Context: an optimization exercise on an open-source flow, tuned for small area, a short achievable clock period and few clock cycles. The choices shown serve that exercise and are no tape-out recipe. In this exercise RTL edits were held to simulation tests only and were not proved equivalent to the original. Power is estimated from default activity; no workload was simulated.

== build 16 ==
==> flow/design.v (excerpt) <==
module top2(
Clk, Reset, V0, V1, imem_addr, imem_rdata, dmem_addr, dmem_wdata, dmem_wstrb, dmem_rdata
    );
==> flow/config.mk <==
export PLATFORM = sky130hd
export DESIGN_NAME = top2
export DESIGN_NICKNAME = top2
export VERILOG_FILES = /design/flow/design.v
export SDC_FILE = /design/flow/constraint.sdc
export NUM_CORES = 4
export LEC_CHECK = 0
export CAP_MARGIN = 20
export CELL_PAD_IN_SITES_DETAIL_PLACEMENT = 1
export CORE_MARGIN = 2
export CORE_UTILIZATION = 40
export PLACE_DENSITY = 0.5
export SLEW_MARGIN = 20
==> flow/constraint.sdc <==
create_clock -name core_clock -period 12.0 [get_ports {Clk}]
set_input_delay 2.4000 -clock core_clock [delete_from_list [all_inputs] [get_ports {Clk}]]
set_output_delay 2.4000 -clock core_clock [all_outputs]
set_load 0.01 [all_outputs]
standard.sh (not shown) runs the stock make flow with config.mk's settings and CLKGATE_MAP_FILE= SYNTH_SCRIPT=/design/flow/synth_recipe.tcl, a recipe that flattens the netlist after the stock synthesis.
==> flow/flow/run.sh <==
#!/bin/bash
set -euo pipefail
bash standard.sh SETUP_SLACK_MARGIN=7.5 TNS_END_PERCENT=100 \
  "CTS_ARGS=-sink_clustering_enable -repair_clock_nets -dont_use_dummy_load" \
  "CTS_BUF_LIST=sky130_fd_sc_hd__clkbuf_8" \
  finish > standard_flow.log 2>&1
Per the final summary, build 16 finished and its layout is clean on timing, DRC and antenna.
Testbench counts of build 16, summed over its fixed seeds: cycles 73,984.
[inputs] build 35 vs build 16
--- a/flow/design.v
+++ b/flow/design.v
@@ -868,32 +868,28 @@
     wire redirect = validX && !stallX && (br_mis || jr_mis);
     wire [31:0] redirect_pc = jrX ? rsv : AltX;
     wire [5:0] opF = imem_rdata[31:26];
     wire jF   = (opF == 6'h02) || (opF == 6'h03);
     wire jalF = (opF == 6'h03);
     wire jrF  = (opF == 6'h00) && (imem_rdata[5:0] == 6'h08);
     wire brF  = (opF == 6'h01) || (opF == 6'h04) || (opF == 6'h05) ||
                 (opF == 6'h06) || (opF == 6'h07);
     wire [31:0] pc4F = PC + 32'd4;
-    wire [31:0] btlo32F;
-    ks_add32 BTADD(.a({16'd0, pc4F[17:2]}), .b({16'd0, imem_rdata[15:0]}), .cin(1'b0), .s(btlo32F));
-    wire [16:0] btloF = btlo32F[16:0];
+    wire [16:0] btloF = {1'b0, pc4F[17:2]} + {1'b0, imem_rdata[15:0]};
     wire [13:0] hi0F  = pc4F[31:18];
     wire [13:0] hip1F = pc4F[31:18] + 14'd1;
     wire [13:0] him1F = pc4F[31:18] - 14'd1;
     wire [13:0] bthiF = (btloF[16] && !imem_rdata[15]) ? hip1F :
                         ((!btloF[16] && imem_rdata[15]) ? him1F : hi0F);
     wire [31:0] btF = {bthiF, btloF[15:0], pc4F[1:0]};
     wire [31:0] jtF = {pc4F[31:28], imem_rdata[25:0], 2'b00};
     wire bwF = brF && imem_rdata[15];
-    wire [31:0] pc_otherF = redirect ? redirect_pc : (jF ? jtF : (jrF ? RAS : pc4F));
-    wire take_btF = !redirect && bwF;
-    wire [31:0] pc_nextF = take_btF ? btF : pc_otherF;
+    wire [31:0] predF = jF ? jtF : (jrF ? RAS : (bwF ? btF : pc4F));
     wire [31:0] altF  = (brF && !imem_rdata[15]) ? btF : pc4F;
     assign imem_addr = PC;
     wire [4:0] rsF = imem_rdata[25:21];
     wire [4:0] rtF = imem_rdata[20:16];
     reg [31:0] rfrs, rfrt;
     integer ri;
     always @(*) begin
         rfrs = 32'd0;
         rfrt = 32'd0;
@@ -944,23 +940,23 @@
             if (wb_en && DestM == rsX) RSX <= wbdata;
             if (wb_en && DestM == rtX) RTX <= wbdata;
         end
         if (Reset) begin
             PC <= 32'd0;
             RAS <= 32'd0;
             validX <= 1'b0;
         end
         else if (redirect) begin
-            PC <= pc_nextF;
+            PC <= redirect_pc;
             validX <= 1'b0;
         end
         else if (!stallX) begin
-            PC <= pc_nextF;
+            PC <= predF;
             InstrX <= imem_rdata;
             BisRegX <= rtypeF || mulF;
             RSX <= rdrsF;
             RTX <= rdrtF;
             AltX <= altF;
             validX <= 1'b1;
             if (jalF) RAS <= pc4F;
         end
     end
## What came out
In summary, build 35 completed successfully, with a layout that passed the timing, design-rule and antenna checks. Against build 16 as the reference, build 35 delivers a lower layout overhead on the synthesized area. Per the comparison of build 35 with build 16, number of flip-flops and latches stayed essentially flat, non-filler instance count after layout about even, utilization shows no meaningful change, count of distinct cell types in the synthesized netlist moved up, hold slack fell 29 ps. Build 16 → build 35: share of the cycle needed by the critical path after routing moved down, internal power moved up. First-pass GRT wire length, build 35 vs build 16: up slightly. Per the comparison of build 35 with build 16, XOR/XNOR share of the synthesized area essentially unchanged, total power increased 0.76 mW. Per the comparison of build 35 with build 16, combinational fraction of design power now sits higher, via count of the first global-routing pass has increased. Cell area after layout of build 35 is on par with build 16. Of the two values seen for critical path capture point, PC[21] was produced by build 16 and PC[28] by build 35.
Testbench counts of build 35, summed over its fixed seeds: cycles 73,984.

==> port drivers added, routing unchanged <==
No port has a modelled driver above. Below, the same layouts with a new extraction and two added sets of constraints.
Step 1 (the two cells are an assumption about what drives the block):
set clk [get_ports {Clk}]
set_driving_cell -lib_cell sky130_fd_sc_hd__clkbuf_16 $clk
set_driving_cell -lib_cell sky130_fd_sc_hd__buf_2 [delete_from_list [all_inputs] $clk]
Step 2 also shifts input and output timing later by t, the mid clock arrival at the registers, as if the neighbouring blocks saw the same clock.
Three values: no drivers, after step 1, after step 2; two values: the first two.
run | t (ns) | setup slack, ns | hold slack, ns | cell pins on the clock port's net
build 16 | 0.888 | 7.062 / 7.111 / 6.223 | 0.502 / 0.502 / 0.502 | 1
build 35 | 0.883 | 7.274 / 7.286 / 6.403 | 0.473 / 0.473 / 0.473 | 1
After both steps every run listed still meets setup and hold. The setup slack of build 35, which loses most, moves by +0.012 ns with the drivers and by -0.871 ns with both steps.
